What follows belongs to an exercise in optimizing a design on an open flow for small area, a short achievable clock period and few clock cycles per item; a production flow would make more cautious choices.
At most, simulation tests tie the RTL to the original design; equivalence was not proved.

## oak
==> module add16_pg, before the edit <==
module add16_pg #(
    parameter bit SUB = 1'b0
)(
    input  logic [15:0] a,
    input  logic [15:0] b,
    output logic [15:0] p,
    output logic [15:0] g
);
    logic [15:0] bb;
    assign bb = SUB ? ~b : b;
    assign p = a ^ bb;
    assign g = a & bb;
endmodule
==> module add16_sum, before the edit <==
module add16_sum #(
    parameter int CI = 2
)(
    input  logic [15:0] p,
    input  logic [15:0] g,
    input  logic        ci,
    output logic [15:0] s
);
    logic [15:0] G, P;
    logic        c;
    assign c = (CI == 2) ? ci : (CI == 3) ? ~ci : CI[0];
    always_comb begin
        G = g; P = p;
        for (int l = 0; l < 4; l++)
            for (int i = 0; i < 16; i++)
                if ((i % (2 << l)) == (2 << l) - 1) begin
                    G[i] = G[i] | (P[i] & G[i - (1 << l)]);
                    P[i] = P[i] & P[i - (1 << l)];
                end
        for (int l = 2; l >= 0; l--)
            for (int i = 0; i < 16; i++)
                if ((i % (2 << l)) == (1 << l) - 1 && i >= (2 << l)) begin
                    G[i] = G[i] | (P[i] & G[i - (1 << l)]);
                    P[i] = P[i] & P[i - (1 << l)];
                end
    end
    assign s = p ^ ({G[14:0], 1'b0} | ({P[14:0], 1'b1} & {16{c}}));
endmodule
==> module add16, before the edit <==
module add16 #(
    parameter bit SUB = 1'b0,
    parameter int CI  = 2
)(
    input  logic [15:0] a,
    input  logic [15:0] b,
    input  logic        ci,
    output logic [15:0] s
);
    logic [15:0] p, g;
    add16_pg  #(.SUB(SUB)) u_pg  (.a(a), .b(b), .p(p), .g(g));
    add16_sum #(.CI(CI))   u_sum (.p(p), .g(g), .ci(ci), .s(s));
endmodule
clock: 10.0 ns
lec_check: 0
abc_area: 1
cap_margin: 20
core_margin: 2
core_utilization: 60
gpl_routability_driven: 0
gpl_timing_driven: 1
setup_slack_margin: 5
slew_margin: 20
synth_hierarchical: 1
synth_minimum_keep_size: 0
standard.sh (not shown) runs the stock make flow with config.mk's settings and CLKGATE_MAP_FILE= SYNTH_SCRIPT=/design/flow/synth_recipe.tcl, a recipe that flattens the netlist after the stock synthesis.
==> flow/flow/run.sh <==
#!/bin/bash
# Standard layout (the standard.sh, standard synthesis), with the port
# buffers made of sky130 buf_1 cells instead of the default pick (a delay
# buffer). Every port still gets its own buffer. make's full output goes to
# standard.log; ORFS keeps each step's log under orfs/logs.
set -euo pipefail
export BUFFER_PORTS_ARGS="-buffer_cell sky130_fd_sc_hd__buf_1"
bash standard.sh > standard.log 2>&1
Per the final summary, oak finished and its layout is clean on timing, DRC and antenna.
Testbench counts of oak, summed over its fixed seeds: cycles 1,600, items 1,600.
--- input diff oak..pine ---
==> flow/design.v, changed modules only <==
module add16 #(
    parameter bit SUB = 1'b0,
    parameter int CI  = 2
)(
    input  logic [15:0] a,
    input  logic [15:0] b,
    input  logic        ci,
    output logic [15:0] s
);
    logic [15:0] bb, p, g, G, P;
    logic        c;
    assign bb = SUB ? ~b : b;
    assign c  = (CI == 2) ? ci : (CI == 3) ? ~ci : CI[0];
    always_comb begin
        p = a ^ bb;
        g = a & bb;
        G = g; P = p;
        for (int l = 0; l < 4; l++)
            for (int i = 0; i < 16; i++)
                if ((i % (2 << l)) == (2 << l) - 1) begin
                    G[i] = G[i] | (P[i] & G[i - (1 << l)]);
                    P[i] = P[i] & P[i - (1 << l)];
                end
        for (int l = 2; l >= 0; l--)
            for (int i = 0; i < 16; i++)
                if ((i % (2 << l)) == (1 << l) - 1 && i >= (2 << l)) begin
                    G[i] = G[i] | (P[i] & G[i - (1 << l)]);
                    P[i] = P[i] & P[i - (1 << l)];
                end
    end
    assign s = p ^ ({G[14:0], 1'b0} | ({P[14:0], 1'b1} & {16{c}}));
endmodule
// module add16_pg removed
// module add16_sum removed
Findings:
oak has higher final standard cell area without fillers than pine.
Ratio of routed vias to standard cells of oak is on par with pine.
Initial core utilization across pine and oak: no real change.
Met2 layer usage reported by global route: pine > oak
pine and oak ended up with nearly the same final cell count.
pine has less setup slack than oak.
Transition at the pin with the smallest max-transition slack up 0.072 ns in pine wrt oak
Min instance area after placement across pine and oak: pine
Function not checked in pine: the RTL went through the layout flow alone.

== v6 ==
The RTL this note starts from:
==> flow/design.v <==
module w0_pre (
    input  logic [15:0] b,
    output logic [15:0] bm,
    output logic        up
);
    logic [14:0] z;    
    always_comb begin
        logic [14:0] t;
        t = {~b[13:0], 1'b1};
        for (int l = 0; l < 4; l++)
            for (int i = 14; i >= 0; i--)
                if ((i >> l) & 1) t[i] = t[i] & t[((i >> l) << l) - 1];
        z = t;
    end
    assign up = (b[15] & ~b[14]) | (b[14] & z[14]);
    assign bm = {b[15], b[14:0] ^ ({15{~b[15] & b[14]}} & z)};
endmodule
module bf_pg (
    input  logic [15:0] a,
    input  logic [15:0] b,
    output logic [15:0] p,
    output logic [15:0] g
);
    assign p = a ^ b;
    assign g = a & b;
endmodule
module add16_sum #(
    parameter bit PN = 1'b0,
    parameter int CI = 2
)(
    input  logic [15:0] a,
    input  logic [15:0] p,
    input  logic [15:0] g,
    input  logic        ci,
    output logic [15:0] s
);
    logic [15:0] pp, gg, G, P;
    logic        c;
    assign pp = PN ? ~p : p;
    assign gg = PN ? a & p : g;
    assign c  = (CI == 2) ? ci : (CI == 3) ? ~ci : CI[0];
    always_comb begin
        G = gg; P = pp;
        for (int l = 0; l < 4; l++)
            for (int i = 0; i < 16; i++)
                if ((i % (2 << l)) == (2 << l) - 1) begin
                    G[i] = G[i] | (P[i] & G[i - (1 << l)]);
                    P[i] = P[i] & P[i - (1 << l)];
                end
        for (int l = 2; l >= 0; l--)
            for (int i = 0; i < 16; i++)
                if ((i % (2 << l)) == (1 << l) - 1 && i >= (2 << l)) begin
                    G[i] = G[i] | (P[i] & G[i - (1 << l)]);
                    P[i] = P[i] & P[i - (1 << l)];
                end
    end
    assign s = pp ^ ({G[14:0], 1'b0} | ({P[14:0], 1'b1} & {16{c}}));
endmodule
module butterfly #(
    parameter bit FIXED = 1'b0
)(
    input  logic [15:0] a,
    input  logic [15:0] b,
    input  logic        ci,
    output logic [15:0] out0,
    output logic [15:0] out1
);
    logic [15:0] p, g;
    bf_pg u_pg (.a(a), .b(b), .p(p), .g(g));
    add16_sum #(.PN(1'b0), .CI(FIXED ? 0 : 2)) u_add (.a(a), .p(p), .g(g), .ci(ci), .s(out0));
    add16_sum #(.PN(1'b1), .CI(FIXED ? 1 : 3)) u_sub (.a(a), .p(p), .g(g), .ci(ci), .s(out1));
endmodule
module fft4 #(
    parameter int WIDTH = 32
)(
    input logic clk,
    input logic rst,
    input logic start,
    output logic done,
    input logic signed [WIDTH-1:0] in0,
    input logic signed [WIDTH-1:0] in1,
    input logic signed [WIDTH-1:0] in2,
    input logic signed [WIDTH-1:0] in3,
    output logic signed [WIDTH-1:0] out0,
    output logic signed [WIDTH-1:0] out1,
    output logic signed [WIDTH-1:0] out2,
    output logic signed [WIDTH-1:0] out3
);
    logic [15:0] b2r, b2i, b3r, b3i;
    logic        u2r, u2i, u3r, u3i;
    w0_pre p2r (.b(in2[31:16]), .bm(b2r), .up(u2r));
    w0_pre p2i (.b(in2[15:0]),  .bm(b2i), .up(u2i));
    w0_pre p3r (.b(in3[31:16]), .bm(b3r), .up(u3r));
    w0_pre p3i (.b(in3[15:0]),  .bm(b3i), .up(u3i));
    logic [15:0] e0r_d, e0i_d, e1r_d, e1i_d, o0r_d, o0i_d, o1r_d, o1i_d;
    butterfly bf_er (.a(in0[31:16]), .b(b2r), .ci(u2r), .out0(e0r_d), .out1(e1r_d));
    butterfly bf_ei (.a(in0[15:0]),  .b(b2i), .ci(u2i), .out0(e0i_d), .out1(e1i_d));
    butterfly bf_or (.a(in1[31:16]), .b(b3r), .ci(u3r), .out0(o0r_d), .out1(o1r_d));
    butterfly bf_oi (.a(in1[15:0]),  .b(b3i), .ci(u3i), .out0(o0i_d), .out1(o1i_d));
    logic [15:0] m0r_d, m0i_d;
    logic        up0r_d, up0i_d;
    w0_pre p0r (.b(o0r_d), .bm(m0r_d), .up(up0r_d));
    w0_pre p0i (.b(o0i_d), .bm(m0i_d), .up(up0i_d));
    logic [15:0] e0r, e0i, m0r, m0i, o1r, o1i;
    logic [15:1] e1r_h, e1i_h;
    logic        up0r, up0i;
    always_ff @(posedge clk) begin
        if (start) begin
            e0r <= e0r_d; e0i <= e0i_d;
            e1r_h <= e1r_d[15:1]; e1i_h <= e1i_d[15:1];
            m0r <= m0r_d; m0i <= m0i_d;
            up0r <= up0r_d; up0i <= up0i_d;
            o1r <= o1r_d; o1i <= o1i_d;
        end
    end
    logic [15:0] e1r, e1i;
    assign e1r = {e1r_h, e0r[0]};
    assign e1i = {e1i_h, e0i[0]};
    always_ff @(posedge clk or posedge rst) begin
        if (rst) done <= 1'b0;
        else if (start) done <= 1'b1;
    end
    butterfly bf_0r (.a(e0r), .b(m0r), .ci(up0r), .out0(out0[31:16]), .out1(out2[31:16]));
    butterfly bf_0i (.a(e0i), .b(m0i), .ci(up0i), .out0(out0[15:0]),  .out1(out2[15:0]));
    butterfly #(.FIXED(1'b1)) bf_1r (.a(e1r), .b(o1i), .ci(1'b0), .out0(out1[31:16]), .out1(out3[31:16]));
    butterfly #(.FIXED(1'b1)) bf_1i (.a(e1i), .b(o1r), .ci(1'b0), .out0(out3[15:0]),  .out1(out1[15:0]));
endmodule
Settings: LEC_CHECK=0, ABC_AREA=1, CAP_MARGIN=20, CORE_MARGIN=2, CORE_UTILIZATION=60, CTS_BUF_LIST=sky130_fd_sc_hd__clkbuf_4 sky130_fd_sc_hd__clkbuf_8, GPL_ROUTABILITY_DRIVEN=0, GPL_TIMING_DRIVEN=1, SETUP_SLACK_MARGIN=5, SLEW_MARGIN=20, SYNTH_HIERARCHICAL=1, SYNTH_MINIMUM_KEEP_SIZE=0; clock period 10.0 ns.
Scripts as last shown in full above: flow/flow/run.sh
#### Input delta (v7 over v6)
--- a/flow/design.v
+++ b/flow/design.v
@@ -36,9 +36,9 @@
 );
     logic [15:0] pp, gg, G, P;
     logic        c;
     assign pp = PN ? ~p : p;
-    assign gg = PN ? a & p : g;
+    assign gg = PN ? a & ~g : g;
     assign c  = (CI == 2) ? ci : (CI == 3) ? ~ci : CI[0];
     always_comb begin
         G = gg; P = pp;
         for (int l = 0; l < 4; l++)
The site row count in v7 sits about 1.7% above the value recorded for v6. Compared with v6, in v7 relative area change from synthesis to final layout held steady; full die area grew by 210 sq um; post-detailed-route via-to-cell ratio shrank by about 2.4%; area after synthesis grew by 0.77%.
Testbench counts of v7, summed over its fixed seeds: cycles 1,600, items 1,600.
No functional check of the RTL was part of v6.

## what the ideal ports hide
In the flow no input, the clock included, has a driving cell. The finished layouts below were timed again as built, in two steps. Step 1: set_driving_cell puts a clkbuf_16 on clk and a buf_2 on each other input, an assumption about the parent block. Step 2, shift: input delay + t, output delay - t, t = (earliest + latest rising clock arrival at the registers) / 2. This alone moves slack from input paths to output paths. Three values: ideal, step 1, step 2; two values: the first two.
run | shift t [ns] | slack for setup (ns) | hold slack, ns | worst register clock-pin slew, ns
oak | 0.472 | 5.273 / 5.223 / 4.799 | 0.453 / 0.453 / 0.453 | 0.07 / 0.07
pine | 0.477 | 5.170 / 5.121 / 4.785 | 0.468 / 0.468 / 0.468 | 0.06 / 0.06
v6 | 0.481 | 5.269 / 5.234 / 4.806 | 0.454 / 0.454 / 0.454 | 0.08 / 0.08
v7 | 0.516 | 5.309 / 5.262 / 4.896 | 0.456 / 0.456 / 0.456 | 0.10 / 0.10
After both steps setup and hold are still met in every run listed. For oak, which loses most, drivers alone change the setup slack by -0.050 ns; drivers and shift together by -0.474 ns.
